Source: an optimization exercise on an open RTL-to-GDS flow (aim: small area, a short achievable clock period and few clock cycles). Production flows keep margins and buffers that such runs may drop.
The RTL was checked by simulation tests, not by an equivalence proof against the original design.

## main
## geofence
module geofence (clk, reset, X, Y, valid, is_inside);
input clk;
input reset;
input [9:0] X;
input [9:0] Y;
output reg valid;
output reg is_inside;
localparam S0 = 3'd0, S1 = 3'd1, S2 = 3'd2, S3 = 3'd3, SF = 3'd4;
reg [3:0] cnt;           
reg [2:0] st;
reg [9:0] px, py;        
reg       wsx, wsy;      
reg [9:0] wmx, wmy;
reg       lsx, lsy, rsx, rsy;
reg [9:0] lmx, lmy, rmx, rmy;
wire [10:0] dx = {1'b0, X} - {1'b0, px};
wire [10:0] dy = {1'b0, Y} - {1'b0, py};
wire       dsx = dx[10];
wire       dsy = dy[10];
wire [9:0] dmx = (dx[9:0] ^ {10{dsx}}) + {9'd0, dsx};
wire [9:0] dmy = (dy[9:0] ^ {10{dsy}}) + {9'd0, dsy};
wire       a_n, a_z, b_n, b_z;
xsign ua (.a(lmx), .b(wmy), .c(lmy), .d(wmx), .neg(a_n), .zero(a_z));   
xsign ub (.a(wmx), .b(rmy), .c(wmy), .d(rmx), .neg(b_n), .zero(b_z));   
wire lzx = lmx == 0, lzy = lmy == 0, wzx = wmx == 0, wzy = wmy == 0;
wire rzx = rmx == 0, rzy = rmy == 0;
wire a_s1 = lsx ^ wsy, a_s2 = lsy ^ wsx;
wire b_s1 = wsx ^ rsy, b_s2 = wsy ^ rsx;
wire [1:0] ca = (a_s1 != a_s2) ? (((lzx || wzy) && (lzy || wzx)) ? 2'b01 : {a_s1, 1'b0})
                               : (a_z ? 2'b01 : {a_s1 ^ a_n, 1'b0});
wire [1:0] cb = (b_s1 != b_s2) ? (((wzx || rzy) && (wzy || rzx)) ? 2'b01 : {b_s1, 1'b0})
                               : (b_z ? 2'b01 : {b_s1 ^ b_n, 1'b0});
wire a_neg = ca[1], a_zero = ca[0], a_pos = !ca[1] && !ca[0];
wire b_neg = cb[1], b_zero = cb[0];
wire w_zero = wzx && wzy;
wire opp = (!lzx && (lsx != wsx)) || (!lzy && (lsy != wsy));
reg [2:0] st_n;
reg       set_l, set_r, neg_l;
always @(*) begin
    st_n  = st;
    set_l = 1'b0;
    set_r = 1'b0;
    neg_l = 1'b0;
    if (!w_zero) begin
        case (st)
        S0: begin st_n = S1; set_l = 1'b1; set_r = 1'b1; end
        S1: begin
            if (a_neg && b_neg) st_n = SF;
  ...
For scale: ~1800 cells after synthesis, roughly 24 I/O pins, ~17000 um^2 of cells after synthesis.
==> flow/config.mk <==
export PLATFORM = sky130hd
export DESIGN_NAME = geofence
export DESIGN_NICKNAME = geofence
export VERILOG_FILES = /design/flow/design.v
export SDC_FILE = /design/flow/constraint.sdc
export NUM_CORES = 4
export LEC_CHECK = 0
export CAP_MARGIN = 20
export CORE_MARGIN = 2
export CORE_UTILIZATION = 40
export SETUP_SLACK_MARGIN = 5
export SLEW_MARGIN = 20
==> flow/constraint.sdc <==
create_clock -name core_clock -period 13.0 [get_ports {clk}]
set_input_delay 2.6000 -clock core_clock [delete_from_list [all_inputs] [get_ports {clk}]]
set_output_delay 2.6000 -clock core_clock [all_outputs]
set_load 0.01 [all_outputs]
run.sh (not shown) runs the stock make flow with config.mk's settings and CLKGATE_MAP_FILE= SYNTH_SCRIPT=/design/flow/synth_recipe.tcl, a recipe that flattens the netlist after the stock synthesis.
main finished end to end and its layout was clean on timing, DRC and antenna.
Testbench counts of main, summed over its fixed seeds: cycles 12,800.
Inputs modified between main and the feature branch:
Settings: clearing SETUP_SLACK_MARGIN, which used to be 5.
==> notes.md <==
- In terms of fraction of area in registers, main and the feature branch differ only marginally.
- Fmax delta for the feature branch relative to main: 1.5% lower
- As far as largest net degree at the start of global routing goes, main and the feature branch are indistinguishable; the numbers are identical.
- The feature branch ended with less critical path depth than main.
- On total routed wirelength, main and the feature branch are neck and neck.
- Diff main -> the feature branch: number of vias in the routed layout shows no meaningful change; worst setup slack for register-to-register paths -110 ps.

[static timing again, ports no longer ideal]
In the flow no input, the clock included, has a driving cell. The finished layouts below were timed again as built, in two steps.
Step 1, drivers: a clkbuf_16 drives clk and a buf_2 each remaining input, both assumed.
Step 2, shift: input delay + t, output delay - t, t = (earliest + latest rising clock arrival at the registers) / 2. This alone moves slack from input paths to output paths.
a / b / c = ideal / step 1 / step 2; a / b = the first two.
| run | t, ns | setup WS [ns] | worst hold slack (ns) |
|---|---|---|---|
| main | 0.392 | 5.463 / 5.463 / 5.463 | 0.548 / 0.548 / 0.548 |
| the feature branch | 0.392 | 5.349 / 5.349 / 5.349 | 0.548 / 0.548 / 0.548 |
After both steps setup and hold are still met in every run listed.
